This design comes from an exercise in tuning for small area on the open sky130 flow, not from production work. Only simulation tests tie the RTL to the original design; equivalence was not proved. Power and IR drop assume default switching activity.

==> build 2: inputs <==
Design matrix_alu_top, start of the top module:
module matrix_alu_top (
    input  wire        clk,
    input  wire        op,
    input  wire [31:0] A,
    input  wire [31:0] B,
    output reg  [31:0] C
);
wire [31:0] c_w;
reg  [31:0] c_r;
always @(posedge clk) begin
    c_r <= c_w;
    C   <= c_r;
end
matrix_calculator alu (
    .op(op),
    .A(A),
    .B(B),
    .C(c_w)
);
endmodule
==> module matrix_alu_top, before the edit <==
module matrix_alu_top (
    input  wire        clk,
    input  wire        op,
    input  wire [31:0] A,
    input  wire [31:0] B,
    output reg  [31:0] C
);
wire [31:0] c_w;
reg  [31:0] c_r;
always @(posedge clk) begin
    c_r <= c_w;
    C   <= c_r;
end
matrix_calculator alu (
    .op(op),
    .A(A),
    .B(B),
    .C(c_w)
);
endmodule
==> flow/config.mk <==
export PLATFORM = sky130hd
export DESIGN_NAME = matrix_alu_top
export DESIGN_NICKNAME = matrix_alu_top
export VERILOG_FILES = /design/flow/design.v
export SDC_FILE = /design/flow/constraint.sdc
export NUM_CORES = 4
export LEC_CHECK = 0
export CAP_MARGIN = 20
export CORE_MARGIN = 2
export CORE_UTILIZATION = 40
export SLEW_MARGIN = 20
==> flow/constraint.sdc <==
create_clock -name core_clock -period 5.2 [get_ports {clk}]
set_input_delay 1.0400 -clock core_clock [delete_from_list [all_inputs] [get_ports {clk}]]
set_output_delay 1.0400 -clock core_clock [all_outputs]
set_load 0.01 [all_outputs]
standard.sh (not shown) runs the stock make flow with config.mk's settings and CLKGATE_MAP_FILE= SYNTH_SCRIPT=/design/flow/synth_recipe.tcl, a recipe that flattens the netlist after the stock synthesis.
==> flow/flow/run.sh <==
#!/bin/bash
# Standard synthesis, then re-choose full-adder / gate output polarities to
# drop inverters (flow/fapol.py), then the standard layout with the
# smallest buffer on the ports.
set -euo pipefail
NET=orfs/results/sky130hd/matrix_alu_top/base/1_2_yosys.v
bash standard.sh synth > synth.log 2>&1
cp $NET synth_orig.v
python3 flow/fapol.py synth_orig.v $NET > fapol.log 2>&1
touch $NET
bash standard.sh synth > synth_odb.log 2>&1
export BUFFER_PORTS_ARGS="-buffer_cell sky130_fd_sc_hd__buf_1"
bash standard.sh finish > finish.log 2>&1
Other scripts of this flow, unchanged in this note and not shown: flow/flow/fapol.py
==> build 59 (differences from build 2) <==
--- a/flow/design.v
+++ b/flow/design.v
@@ -653,16 +653,19 @@
     input  wire [31:0] B,
     output reg  [31:0] C
 );
+reg        op_r;
+reg [31:0] a_r, b_r;
 wire [31:0] c_w;
-reg  [31:0] c_r;
 always @(posedge clk) begin
-    c_r <= c_w;
-    C   <= c_r;
+    op_r <= op;
+    a_r  <= A;
+    b_r  <= B;
+    C    <= c_w;
 end
 matrix_calculator alu (
-    .op(op),
-    .A(A),
-    .B(B),
+    .op(op_r),
+    .A(a_r),
+    .B(b_r),
     .C(c_w)
 );
 endmodule
==> notes <==
- Build 59 went through all stages and came out clean. Build 2 produced a layout that fails on negative setup slack.
- Of build 2 and build 59, build 2 has the higher critical path depth (gap 1).
- Synthesized area: build 2 is lower than build 59 (7.5%).
- Against build 59, the flip-flop and latch count of build 2 is lower by 33.
- Of build 2 and build 59, build 59 has the higher power (gap about 3.4%, measured against build 59).
- Between build 2 and build 59, the lower via count is in build 59 (gap 2.3%, measured against build 59).
- In build 59 the clock-buffer cell count is lower than in build 2, by 2.


==> 08-20 <==
Another version of the RTL of matrix_alu_top (not shown whole).
clock: 5.2 ns
lec_check: 0
cap_margin: 20
core_margin: 2
core_utilization: 40
gpl_timing_driven: 0
slew_margin: 20
==> flow/flow/run.sh <==
#!/bin/bash
# Standard synthesis, then re-choose full-adder / gate output polarities to
# drop inverters (flow/fapol2.py), then the standard layout with the
# smallest buffer on the ports.
set -euo pipefail
NET=orfs/results/sky130hd/matrix_alu_top/base/1_2_yosys.v
bash standard.sh synth > synth.log 2>&1
cp $NET synth_orig.v
python3 flow/fapol2.py synth_orig.v $NET > fapol.log 2>&1
touch $NET
bash standard.sh synth > synth_odb.log 2>&1
export BUFFER_PORTS_ARGS="-buffer_cell sky130_fd_sc_hd__buf_1"
export CTS_ARGS="-sink_clustering_enable -repair_clock_nets -dont_use_dummy_load -sink_clustering_size 24 -sink_clustering_max_diameter 80 -buf_list {sky130_fd_sc_hd__clkbuf_8}"
bash standard.sh finish > finish.log 2>&1
Other scripts of this flow, unchanged in this note and not shown: flow/flow/fapol2.py
==> inputs of 11-10, as changes to 08-20 <==
--- a/flow/design.v
+++ b/flow/design.v
@@ -1,9 +1,9 @@
 module matrix_calc_s1(
     input  wire        op,
     input  wire [31:0] A, B,
-    output wire [43:0] S
+    output wire [39:0] S
 );
     wire [7:0] a11 = A[31:24], a12 = A[23:16], a21 = A[15:8], a22 = A[7:0];
     wire [7:0] b11 = B[31:24], b12 = B[23:16], b21 = B[15:8], b22 = B[7:0];
     wire [7:0] g11 = {b11[7:1] & {7{~op}}, b11[0] | op};
     wire [7:0] g22 = {b22[7:1] & {7{~op}}, b22[0] | op};
@@ -139,10 +139,12 @@
     wire c128 = (s121 & c106) | (s121 & c108) | (c106 & c108);
     wire s129 = s123 ^ s125 ^ c110;
     wire c130 = (s123 & s125) | (s123 & c110) | (s125 & c110);
     wire s131 = s127 ^ c112 ^ s129;
     wire c132 = (s127 & c112) | (s127 & s129) | (c112 & s129);
+    wire s133 = c114 ^ s131;
+    wire c134 = c114 & s131;
     wire s135 = p14 ^ p20 ^ p25;
     wire c136 = (p14 & p20) | (p14 & p25) | (p20 & p25);
     wire s137 = p29 ^ p32 ^ p34;
     wire c138 = (p29 & p32) | (p29 & p34) | (p32 & p34);
     wire s139 = p43 ^ p50 ^ p56;
@@ -159,10 +161,12 @@
     wire c150 = (s141 & c124) | (s141 & c126) | (c124 & c126);
     wire s151 = s143 ^ s145 ^ s147;
     wire c152 = (s143 & s145) | (s143 & s147) | (s145 & s147);
     wire s153 = c128 ^ s149 ^ s151;
     wire c154 = (c128 & s149) | (c128 & s151) | (s149 & s151);
+    wire s155 = c130 ^ s153 ^ c132;
+    wire c156 = (c130 & s153) | (c130 & c132) | (s153 & c132);
     wire x159 = p15 ^ p21;
     wire x160 = p26 ^ p30;
     wire x161 = p33 ^ p35;
     wire x162 = p36 ^ p44;
     wire x163 = p51 ^ p57;
@@ -316,10 +320,12 @@
     wire c313 = (s306 & c291) | (s306 & c293) | (c291 & c293);
     wire s314 = s308 ^ s310 ^ c295;
     wire c315 = (s308 & s310) | (s308 & c295) | (s310 & c295);
     wire s316 = s312 ^ c297 ^ s314;
     wire c317 = (s312 & c297) | (s312 & s314) | (c297 & s314);
+    wire s318 = c299 ^ s316;
+    wire c319 = c299 & s316;
     wire s320 = p192 ^ p199 ^ p205;
     wire c321 = (p192 & p199) | (p192 & p205) | (p199 & p205);
     wire s322 = p210 ^ p214 ^ p217;
     wire c323 = (p210 & p214) | (p210 & p217) | (p214 & p217);
     wire s324 = p219 ^ p228 ^ p235;
@@ -336,10 +342,12 @@
     wire c335 = (s326 & c309) | (s326 & c311) | (c309 & c311);
     wire s336 = s328 ^ s330 ^ s332;
     wire c337 = (s328 & s330) | (s328 & s332) | (s330 & s332);
     wire s338 = c313 ^ s334 ^ s336;
     wire c339 = (c313 & s334) | (c313 & s336) | (s334 & s336);
+    wire s340 = c315 ^ s338 ^ c317;
+    wire c341 = (c315 & s338) | (c315 & c317) | (s338 & c317);
     wire x344 = p193 ^ p200;
     wire x345 = p206 ^ p211;
     wire x346 = p215 ^ p218;
     wire x347 = p220 ^ p221;
     wire x348 = p229 ^ p236;
@@ -493,10 +501,12 @@
     wire c498 = (s491 & c476) | (s491 & c478) | (c476 & c478);
     wire s499 = s493 ^ s495 ^ c480;
     wire c500 = (s493 & s495) | (s493 & c480) | (s495 & c480);
     wire s501 = s497 ^ c482 ^ s499;
     wire c502 = (s497 & c482) | (s497 & s499) | (c482 & s499);
+    wire s503 = c484 ^ s501;
+    wire c504 = c484 & s501;
     wire s505 = p377 ^ p384 ^ p390;
     wire c506 = (p377 & p384) | (p377 & p390) | (p384 & p390);
     wire s507 = p395 ^ p399 ^ p402;
     wire c508 = (p395 & p399) | (p395 & p402) | (p399 & p402);
     wire s509 = p404 ^ p413 ^ p420;
@@ -513,10 +523,12 @@
     wire c520 = (s511 & c494) | (s511 & c496) | (c494 & c496);
     wire s521 = s513 ^ s515 ^ s517;
     wire c522 = (s513 & s515) | (s513 & s517) | (s515 & s517);
     wire s523 = c498 ^ s519 ^ s521;
     wire c524 = (c498 & s519) | (c498 & s521) | (s519 & s521);
+    wire s525 = c500 ^ s523 ^ c502;
+    wire c526 = (c500 & s523) | (c500 & c502) | (s523 & c502);
     wire x529 = p378 ^ p385;
     wire x530 = p391 ^ p396;
     wire x531 = p400 ^ p403;
     wire x532 = p405 ^ p406;
     wire x533 = p414 ^ p421;
@@ -670,10 +682,12 @@
     wire c683 = (s676 & c661) | (s676 & c663) | (c661 & c663);
     wire s684 = s678 ^ s680 ^ c665;
     wire c685 = (s678 & s680) | (s678 & c665) | (s680 & c665);
     wire s686 = s682 ^ c667 ^ s684;
     wire c687 = (s682 & c667) | (s682 & s684) | (c667 & s684);
+    wire s688 = c669 ^ s686;
+    wire c689 = c669 & s686;
     wire s690 = p562 ^ p569 ^ p575;
     wire c691 = (p562 & p569) | (p562 & p575) | (p569 & p575);
     wire s692 = p580 ^ p584 ^ p587;
     wire c693 = (p580 & p584) | (p580 & p587) | (p584 & p587);
     wire s694 = p589 ^ p598 ^ p605;
@@ -690,10 +704,12 @@
     wire c705 = (s696 & c679) | (s696 & c681) | (c679 & c681);
     wire s706 = s698 ^ s700 ^ s702;
     wire c707 = (s698 & s700) | (s698 & s702) | (s700 & s702);
     wire s708 = c683 ^ s704 ^ s706;
     wire c709 = (c683 & s704) | (c683 & s706) | (s704 & s706);
+    wire s710 = c685 ^ s708 ^ c687;
+    wire c711 = (c685 & s708) | (c685 & c687) | (s708 & c687);
     wire x714 = p563 ^ p570;
     wire x715 = p576 ^ p581;
     wire x716 = p585 ^ p588;
     wire x717 = p590 ^ p591;
     wire x718 = p599 ^ p606;
@@ -715,46 +731,30 @@
     wire x734 = c703 ^ x732;
     wire x735 = x733 ^ x734;
     wire x736 = c705 ^ c707;
     wire x737 = x735 ^ x736;
     wire x738 = x737 ^ c709;
-    assign S = {x738, c687, s708, c685, s686, c669, x553, c502, s523, c500, s501, c484, x368, c317, s338, c315, s316, c299, x183, c132, s153, c130, s131, c114, s628, s632, s640, s652, s668, s443, s447, s455, s467, s483, s258, s262, s270, s282, s298, s73, s77, s85, s97, s113};
+    assign S = {c711, x738, s710, c689, c526, x553, s525, c504, c341, x368, s340, c319, c156, x183, s155, c134, s628, s632, s640, s652, s668, s688, s443, s447, s455, s467, s483, s503, s258, s262, s270, s282, s298, s318, s73, s77, s85, s97, s113, s133};
 endmodule
 module matrix_calc_s2(
-    input  wire [43:0] S,
+    input  wire [39:0] S,
     output wire [31:0] C
 );
-    wire s113, s97, s85, s77, s73, s298, s282, s270, s262, s258, s483, s467, s455, s447, s443, s668, s652, s640, s632, s628, c114, s131, c130, s153, c132, x183, c299, s316, c315, s338, c317, x368, c484, s501, c500, s523, c502, x553, c669, s686, c685, s708, c687, x738;
-    assign {x738, c687, s708, c685, s686, c669, x553, c502, s523, c500, s501, c484, x368, c317, s338, c315, s316, c299, x183, c132, s153, c130, s131, c114, s628, s632, s640, s652, s668, s443, s447, s455, s467, s483, s258, s262, s270, s282, s298, s73, s77, s85, s97, s113} = S;
-    wire s133 = c114 ^ s131;
-    wire c134 = c114 & s131;
-    wire s155 = c130 ^ s153 ^ c132;
-    wire c156 = (c130 & s153) | (c130 & c132) | (s153 & c132);
+    wire s133, s113, s97, s85, s77, s73, s318, s298, s282, s270, s262, s258, s503, s483, s467, s455, s447, s443, s688, s668, s652, s640, s632, s628, c134, s155, x183, c156, c319, s340, x368, c341, c504, s525, x553, c526, c689, s710, x738, c711;
+    assign {c711, x738, s710, c689, c526, x553, s525, c504, c341, x368, s340, c319, c156, x183, s155, c134, s628, s632, s640, s652, s668, s688, s443, s447, s455, s467, s483, s503, s258, s262, s270, s282, s298, s318, s73, s77, s85, s97, s113, s133} = S;
     wire s157 = c134 ^ s155;
     wire c158 = c134 & s155;
     wire x184 = x183 ^ c156;
     wire x185 = x184 ^ c158;
-    wire s318 = c299 ^ s316;
-    wire c319 = c299 & s316;
-    wire s340 = c315 ^ s338 ^ c317;
-    wire c341 = (c315 & s338) | (c315 & c317) | (s338 & c317);
     wire s342 = c319 ^ s340;
     wire c343 = c319 & s340;
     wire x369 = x368 ^ c341;
     wire x370 = x369 ^ c343;
-    wire s503 = c484 ^ s501;
-    wire c504 = c484 & s501;
-    wire s525 = c500 ^ s523 ^ c502;
-    wire c526 = (c500 & s523) | (c500 & c502) | (s523 & c502);
     wire s527 = c504 ^ s525;
     wire c528 = c504 & s525;
     wire x554 = x553 ^ c526;
     wire x555 = x554 ^ c528;
-    wire s688 = c669 ^ s686;
-    wire c689 = c669 & s686;
-    wire s710 = c685 ^ s708 ^ c687;
-    wire c711 = (c685 & s708) | (c685 & c687) | (s708 & c687);
     wire s712 = c689 ^ s710;
     wire c713 = c689 & s710;
     wire x739 = x738 ^ c711;
     wire x740 = x739 ^ c713;
     assign C = {x185, s157, s133, s113, s97, s85, s77, s73, x370, s342, s318, s298, s282, s270, s262, s258, x555, s527, s503, s483, s467, s455, s447, s443, x740, s712, s688, s668, s652, s640, s632, s628};
@@ -764,12 +764,12 @@
     input  wire        op,
     input  wire [31:0] A,
     input  wire [31:0] B,
     output reg  [31:0] C
 );
-wire [43:0] s_w;
-reg  [43:0] s_r;
+wire [39:0] s_w;
+reg  [39:0] s_r;
 wire [31:0] c_w;
 always @(posedge clk) begin
     s_r <= s_w;
     C   <= c_w;
 end
CORE_UTILIZATION = 60   (was 40)
==> results_tabular.tex <==
\begin{tabular}{lr}
\hline
Metric & Value \\
\hline
\multicolumn{2}{l}{\textbf{STA}} \\
\quad Worst setup margin & 0.130 ns \\
\multicolumn{2}{l}{\textbf{Synthesis}} \\
\quad Mean area per synthesized cell & 9.54 um2 \\
\quad Syn nets & 1014 \\
\multicolumn{2}{l}{\textbf{Drt}} \\
\quad Length of routed wiring on met1 & 8620 um \\
\quad DR WL/cell & 19.0 um \\
\multicolumn{2}{l}{\textbf{Pwr}} \\
\quad Leakage power total & 2.99 nW \\
\multicolumn{2}{l}{\textbf{Run status}} \\
\quad Outcome & timing/DRC/antenna clean \\
\multicolumn{2}{l}{\textbf{GRT}} \\
\quad Pin count of the biggest net entering global routing & 15 \\
\multicolumn{2}{l}{\textbf{Cells and area}} \\
\quad Number of non-clock inverters in the layout & 21 \\
\multicolumn{2}{l}{\textbf{Place}} \\
\quad IO buf count & 81 \\
\hline
\end{tabular}
-- figures above: 08-20

==> results_tabular.tex <==
\begin{tabular}{lr}
\hline
Metric & Value \\
\hline
\multicolumn{2}{l}{\textbf{GRT}} \\
\quad Pin count of the biggest net entering global routing & 12 \\
\multicolumn{2}{l}{\textbf{Pwr}} \\
\quad Logic gate share of total power & 54.3\% \\
\quad Switching power as a share of total power & 39.3\% \\
\quad Leakage power total & 2.82 nW \\
\multicolumn{2}{l}{\textbf{STA}} \\
\quad Hold violation total from the final report & 0 \\
\quad Worst setup margin & 0.196 ns \\
\multicolumn{2}{l}{\textbf{Place}} \\
\quad Post-detailed-placement cell area & 8060 um2 \\
\multicolumn{2}{l}{\textbf{Run status}} \\
\quad Outcome & timing/DRC/antenna clean \\
\multicolumn{2}{l}{\textbf{Cells and area}} \\
\quad Non-filler instance count after layout & 1069 \\
\quad Number of non-clock inverters in the layout & 22 \\
\multicolumn{2}{l}{\textbf{Clocking}} \\
\quad Post-CTS setup repair buffer count & 0 \\
\quad Clock network latency to the later pin of the worst-skew pair & 0.37 ns \\
\multicolumn{2}{l}{\textbf{Synthesis}} \\
\quad Syn nets & 1019 \\
\quad Count of yosys warnings during synthesis & 1 \\
\multicolumn{2}{l}{\textbf{Drt}} \\
\quad DR WL/cell & 19.4 um \\
\hline
\end{tabular}
-- figures above: 11-10

port drivers added, routing unchanged:
The flow's constraints put no driver on any port. The routed layouts listed below were extracted and timed again, unchanged, in two steps. Step 1, drivers: a clkbuf_16 drives clk and a buf_2 each remaining input, both assumed. Step 2, shift: input delay + t, output delay - t, t = (earliest + latest rising clock arrival at the registers) / 2. This alone moves slack from input paths to output paths. Three values: ideal, step 1, step 2; two values: the first two.
run | t (ns) | slack for setup (ns) | worst setup path at the end | latest minus earliest clock arrival (ns)
build 2 | 0.383 | -0.153 / -0.258 / -0.641 | input to register | 0.008 / 0.008
build 59 | 0.405 | 0.209 / 0.209 / 0.209 | register to register | 0.014 / 0.014
08-20 | 0.397 | 0.130 / 0.146 / -0.252 | input to register | 0.022 / 0.021
11-10 | 0.397 | 0.196 / 0.197 / -0.200 | input to register | 0.021 / 0.021
With both steps, setup timing fails in 08-20 and 11-10, where it was met with ideal ports. For build 2, which loses most, drivers alone change the setup slack by -0.105 ns; drivers and shift together by -0.488 ns.
